From an optimization exercise on the open Yosys and OpenROAD flow, aimed at small area and a short achievable clock period; shortcuts taken in it are not production practice.
Power and IR drop assume default switching activity.

==> module fifo, before the edit <==
module fifo
#
(
	parameter		depth = 60,
	parameter		width = 8
)
(
	input				clk,
	input				rst_n,
	input				wr_en,
	input	[width-1:0]	data_in,
	input				rd_en,
	output	[width-1:0]	data_out,
	output				full,
	output				empty
);
localparam		rows = depth / 4;		 
reg	[width-1:0]	bank0	[rows-1:0];
reg	[width-1:0]	bank1	[rows-1:0];
reg	[width-1:0]	bank2	[rows-1:0];
reg	[width-1:0]	bank3	[rows-1:0];
reg	[1:0]		wbank;			 
reg	[1:0]		rbank;			 
reg	[3:0]		n0, n1, n2, n3;	 
reg				full_o;			 
reg				nempty_o;		 
reg				full_i;			 
reg				nempty;			 
reg	[3:0]		s0, s1, s2, s3;	 
reg	[width-1:0]	bq0, bq1, bq2, bq3;	 
reg	[width-1:0]	last_in;		 
reg				fresh;			 
reg	[3:0]		osel;			 
reg	[width-1:0]	rdata;
wire			push = wr_en & ~full_i;
wire			pop  = rd_en & nempty;
wire	[3:0]	wr_k = { 4{ push}} & (4'b0001 << wbank);	 
wire	[3:0]	rd_k = { 4{ pop}}  & (4'b0001 << rbank);	 
wire	[1:0]	wbank_n = push ? wbank + 2'd1 : wbank;
wire	[1:0]	rbank_n = pop  ? rbank + 2'd1 : rbank;
wire	[3:0]	one_k  = { (n3 == 4'd1) && (n0 == 4'd0), (n2 == 4'd1) && (n3 == 4'd0),
			   (n1 == 4'd1) && (n2 == 4'd0), (n0 == 4'd1) && (n1 == 4'd0)};
wire	[3:0]	most_k = { (n3 == rows-1) && (n0 == rows), (n2 == rows-1) && (n3 == rows),
			   (n1 == rows-1) && (n2 == rows), (n0 == rows-1) && (n1 == rows)};
wire			one  = one_k[rbank];
wire			most = most_k[wbank];
wire			empty_n = push ? 1'b0 : (pop ? one : ~nempty);
wire			full_n  = pop  ? 1'b0 : (push ? most : full_i);
wire			fresh_n = push & (~nempty | (pop & one));
function [3:0] inc4;
	input [3:0] n;
	begin
		case(n)
		4'd0: inc4 = 4'd1;
		4'd1: inc4 = 4'd2;
		4'd2: inc4 = 4'd3;
		4'd3: inc4 = 4'd4;
		4'd4: inc4 = 4'd5;
		4'd5: inc4 = 4'd6;
		4'd6: inc4 = 4'd7;
		4'd7: inc4 = 4'd8;
		4'd8: inc4 = 4'd9;
		4'd9: inc4 = 4'd10;
		4'd10: inc4 = 4'd11;
		4'd11: inc4 = 4'd12;
		4'd12: inc4 = 4'd13;
		4'd13: inc4 = 4'd14;
		4'd14: inc4 = 4'd15;
		4'd15: inc4 = 4'd0;
		endcase
	end
endfunction
function [3:0] dec4;
	input [3:0] n;
	begin
		case(n)
		4'd0: dec4 = 4'd15;
		4'd1: dec4 = 4'd0;
		4'd2: dec4 = 4'd1;
		4'd3: dec4 = 4'd2;
		4'd4: dec4 = 4'd3;
		4'd5: dec4 = 4'd4;
		4'd6: dec4 = 4'd5;
		4'd7: dec4 = 4'd6;
		4'd8: dec4 = 4'd7;
		4'd9: dec4 = 4'd8;
		4'd10: dec4 = 4'd9;
		4'd11: dec4 = 4'd10;
		4'd12: dec4 = 4'd11;
		4'd13: dec4 = 4'd12;
		4'd14: dec4 = 4'd13;
		4'd15: dec4 = 4'd14;
		endcase
	end
endfunction
function [3:0] count_k;
	input [3:0] n;
	input       up;
	input       dn;
	begin
		count_k = (up & ~dn) ? inc4(n) : (dn & ~up) ? dec4(n) : n;
	end
endfunction
wire	[3:0]	n0_n = count_k(n0, wr_k[0], rd_k[0]);
wire	[3:0]	n1_n = count_k(n1, wr_k[1], rd_k[1]);
wire	[3:0]	n2_n = count_k(n2, wr_k[2], rd_k[2]);
wire	[3:0]	n3_n = count_k(n3, wr_k[3], rd_k[3]);
always@(posedge clk or negedge rst_n)
begin
	if(!rst_n) begin
		wbank    <= 2'd0;
		rbank    <= 2'd0;
		n0       <= 4'd0;
		n1       <= 4'd0;
		n2       <= 4'd0;
		n3       <= 4'd0;
		full_o   <= 1'b0;
		nempty_o <= 1'b0;
		full_i   <= 1'b0;
		nempty   <= 1'b0;
	end else begin
		wbank    <= wbank_n;
		rbank    <= rbank_n;
		n0       <= n0_n;
		n1       <= n1_n;
		n2       <= n2_n;
		n3       <= n3_n;
		full_o   <= ~pop & (push ? most : full_o);
		nempty_o <= push | (pop ? ~one : nempty_o);
		full_i   <= full_n;
		nempty   <= ~empty_n;
	end
end
integer i;
always@(posedge clk)
begin
	if(wr_k[0]) begin
		for(i = rows-1; i > 0; i = i - 1)
			bank0[i] <= bank0[i-1];
		bank0[0] <= data_in;
	end
	if(wr_k[1]) begin
		for(i = rows-1; i > 0; i = i - 1)
			bank1[i] <= bank1[i-1];
		bank1[0] <= data_in;
	end
	if(wr_k[2]) begin
		for(i = rows-1; i > 0; i = i - 1)
			bank2[i] <= bank2[i-1];
		bank2[0] <= data_in;
	end
	if(wr_k[3]) begin
		for(i = rows-1; i > 0; i = i - 1)
			bank3[i] <= bank3[i-1];
		bank3[0] <= data_in;
	end
end
wire	[16*width-1:0]	flat0, flat1, flat2, flat3;
genvar g;
generate
	for(g = 0; g < 16; g = g + 1) begin : flat
		assign flat0[g*width +: width] = bank0[(g == 0) ? 0 : g-1];
		assign flat1[g*width +: width] = bank1[(g == 0) ? 0 : g-1];
		assign flat2[g*width +: width] = bank2[(g == 0) ? 0 : g-1];
		assign flat3[g*width +: width] = bank3[(g == 0) ? 0 : g-1];
	end
endgenerate
wire	[width-1:0]	rd0 = flat0[s0*width +: width];
wire	[width-1:0]	rd1 = flat1[s1*width +: width];
wire	[width-1:0]	rd2 = flat2[s2*width +: width];
wire	[width-1:0]	rd3 = flat3[s3*width +: width];
always@(posedge clk)
begin
	s0      <= n0_n;
	s1      <= n1_n;
	s2      <= n2_n;
	s3      <= n3_n;
	bq0     <= rd0;
	bq1     <= rd1;
	bq2     <= rd2;
	bq3     <= rd3;
	last_in <= data_in;
	fresh   <= fresh_n;
	osel    <= fresh_n ? 4'b0000 : (4'b0001 << rbank_n);
end
always@(posedge clk)
begin
	rdata <= ({ width{ fresh}} & last_in)
	       | ({ width{ osel[0]}} & bq0) | ({ width{ osel[1]}} & bq1)
	       | ({ width{ osel[2]}} & bq2) | ({ width{ osel[3]}} & bq3);
end
assign	data_out = rdata;
assign	empty    = ~nempty_o;
assign	full     = full_o;
endmodule
Settings: LEC_CHECK=0, CAP_MARGIN=20, CORE_MARGIN=2, CORE_UTILIZATION=65, CTS_CLUSTER_DIAMETER=60, CTS_CLUSTER_SIZE=30, SETUP_SLACK_MARGIN=1.45, SLEW_MARGIN=20; clock period 3.2 ns.
run.sh (not shown) runs the stock make flow with config.mk's settings and CLKGATE_MAP_FILE= SYNTH_SCRIPT=/design/flow/synth_recipe.tcl, a recipe that flattens the netlist after the stock synthesis.
The starting point went through all stages and came out clean.
Rerun with:
--- a/flow/design.v
+++ b/flow/design.v
@@ -17,37 +17,38 @@
 );
 localparam		rows = depth / 4;		 
 reg	[width-1:0]	bank0	[rows-1:0];
 reg	[width-1:0]	bank1	[rows-1:0];
 reg	[width-1:0]	bank2	[rows-1:0];
 reg	[width-1:0]	bank3	[rows-1:0];
-reg	[1:0]		wbank;			 
-reg	[1:0]		rbank;			 
+reg	[3:0]		wb;				 
+reg	[3:0]		rb;				 
 reg	[3:0]		n0, n1, n2, n3;	 
 reg				full_o;			 
 reg				nempty_o;		 
 reg				full_i;			 
 reg				nempty;			 
 reg	[3:0]		s0, s1, s2, s3;	 
+reg	[1:0]		sn0, sn1, sn2, sn3;	 
 reg	[width-1:0]	bq0, bq1, bq2, bq3;	 
 reg	[width-1:0]	last_in;		 
 reg				fresh;			 
 reg	[3:0]		osel;			 
 reg	[width-1:0]	rdata;
 wire			push = wr_en & ~full_i;
 wire			pop  = rd_en & nempty;
-wire	[3:0]	wr_k = { 4{ push}} & (4'b0001 << wbank);	 
-wire	[3:0]	rd_k = { 4{ pop}}  & (4'b0001 << rbank);	 
-wire	[1:0]	wbank_n = push ? wbank + 2'd1 : wbank;
-wire	[1:0]	rbank_n = pop  ? rbank + 2'd1 : rbank;
+wire	[3:0]	wr_k = { 4{ push}} & wb;		 
+wire	[3:0]	rd_k = { 4{ pop}}  & rb;		 
+wire	[3:0]	wb_n = push ? { wb[2:0], wb[3]} : wb;
+wire	[3:0]	rb_n = pop  ? { rb[2:0], rb[3]} : rb;
 wire	[3:0]	one_k  = { (n3 == 4'd1) && (n0 == 4'd0), (n2 == 4'd1) && (n3 == 4'd0),
 			   (n1 == 4'd1) && (n2 == 4'd0), (n0 == 4'd1) && (n1 == 4'd0)};
 wire	[3:0]	most_k = { (n3 == rows-1) && (n0 == rows), (n2 == rows-1) && (n3 == rows),
 			   (n1 == rows-1) && (n2 == rows), (n0 == rows-1) && (n1 == rows)};
-wire			one  = one_k[rbank];
-wire			most = most_k[wbank];
+wire			one  = |(one_k & rb);
+wire			most = |(most_k & wb);
 wire			empty_n = push ? 1'b0 : (pop ? one : ~nempty);
 wire			full_n  = pop  ? 1'b0 : (push ? most : full_i);
 wire			fresh_n = push & (~nempty | (pop & one));
 function [3:0] inc4;
 	input [3:0] n;
 	begin
@@ -106,25 +107,25 @@
 wire	[3:0]	n1_n = count_k(n1, wr_k[1], rd_k[1]);
 wire	[3:0]	n2_n = count_k(n2, wr_k[2], rd_k[2]);
 wire	[3:0]	n3_n = count_k(n3, wr_k[3], rd_k[3]);
 always@(posedge clk or negedge rst_n)
 begin
 	if(!rst_n) begin
-		wbank    <= 2'd0;
-		rbank    <= 2'd0;
+		wb       <= 4'b0001;
+		rb       <= 4'b0001;
 		n0       <= 4'd0;
 		n1       <= 4'd0;
 		n2       <= 4'd0;
 		n3       <= 4'd0;
 		full_o   <= 1'b0;
 		nempty_o <= 1'b0;
 		full_i   <= 1'b0;
 		nempty   <= 1'b0;
 	end else begin
-		wbank    <= wbank_n;
-		rbank    <= rbank_n;
+		wb       <= wb_n;
+		rb       <= rb_n;
 		n0       <= n0_n;
 		n1       <= n1_n;
 		n2       <= n2_n;
 		n3       <= n3_n;
 		full_o   <= ~pop & (push ? most : full_o);
 		nempty_o <= push | (pop ? ~one : nempty_o);
@@ -163,29 +164,37 @@
 		assign flat0[g*width +: width] = bank0[(g == 0) ? 0 : g-1];
 		assign flat1[g*width +: width] = bank1[(g == 0) ? 0 : g-1];
 		assign flat2[g*width +: width] = bank2[(g == 0) ? 0 : g-1];
 		assign flat3[g*width +: width] = bank3[(g == 0) ? 0 : g-1];
 	end
 endgenerate
-wire	[width-1:0]	rd0 = flat0[s0*width +: width];
-wire	[width-1:0]	rd1 = flat1[s1*width +: width];
-wire	[width-1:0]	rd2 = flat2[s2*width +: width];
-wire	[width-1:0]	rd3 = flat3[s3*width +: width];
+wire	[3:0]	t0 = { s0[3:2], ~sn0};
+wire	[3:0]	t1 = { s1[3:2], ~sn1};
+wire	[3:0]	t2 = { s2[3:2], ~sn2};
+wire	[3:0]	t3 = { s3[3:2], ~sn3};
+wire	[width-1:0]	rd0 = { flat0[t0*width+4 +: 4], flat0[s0*width +: 4]};
+wire	[width-1:0]	rd1 = { flat1[t1*width+4 +: 4], flat1[s1*width +: 4]};
+wire	[width-1:0]	rd2 = { flat2[t2*width+4 +: 4], flat2[s2*width +: 4]};
+wire	[width-1:0]	rd3 = { flat3[t3*width+4 +: 4], flat3[s3*width +: 4]};
 always@(posedge clk)
 begin
 	s0      <= n0_n;
 	s1      <= n1_n;
 	s2      <= n2_n;
 	s3      <= n3_n;
+	sn0     <= ~n0_n[1:0];
+	sn1     <= ~n1_n[1:0];
+	sn2     <= ~n2_n[1:0];
+	sn3     <= ~n3_n[1:0];
 	bq0     <= rd0;
 	bq1     <= rd1;
 	bq2     <= rd2;
 	bq3     <= rd3;
 	last_in <= data_in;
 	fresh   <= fresh_n;
-	osel    <= fresh_n ? 4'b0000 : (4'b0001 << rbank_n);
+	osel    <= fresh_n ? 4'b0000 : rb_n;
 end
 always@(posedge clk)
 begin
 	rdata <= ({ width{ fresh}} & last_in)
 	       | ({ width{ osel[0]}} & bq0) | ({ width{ osel[1]}} & bq1)
 	       | ({ width{ osel[2]}} & bq2) | ({ width{ osel[3]}} & bq3);
The changed run finished clean.
Cell area grows by 2.4%.
Die area grows by 4.1%.
Worst setup slack improves by 0.022 ns.
Register-to-register slack degrades by 0.02 ns.
Total power shrinks by 40%.
Wire length grows by 2.7%.
Via count grows by 6.8%.
Maximum frequency grows by 1.3%.
No functional check of the RTL was part of any run of this note.

-- port drivers added, routing unchanged --
How much do the figures lean on ideal ports? The routed layouts below were timed once more, with nothing changed but the port constraints.
Step 1, drivers: a clkbuf_16 drives clk and a buf_2 each remaining input, both assumed.
Step 2 moves the port delays by t, midway between the first and last clock arrival at a register: inputs arrive t later, outputs are due t later. That takes back most of the time a late clock gives input paths.
a / b / c = ideal ports / drivers / drivers and shift; a / b = the first two.
run	t, ns	setup slack, ns	latest minus earliest clock arrival (ns)	worst data-port slew with drivers (ns)	pins driven straight from the clock port
the first run	0.591	1.416 / 1.362 / 0.877	0.033 / 0.033	0.07	1
the second run	0.579	1.438 / 1.383 / 0.892	0.018 / 0.018	0.05	1
After both steps setup and hold are still met in every run listed. The setup slack of the second run, which loses most, moves by -0.055 ns with the drivers and by -0.546 ns with both steps.
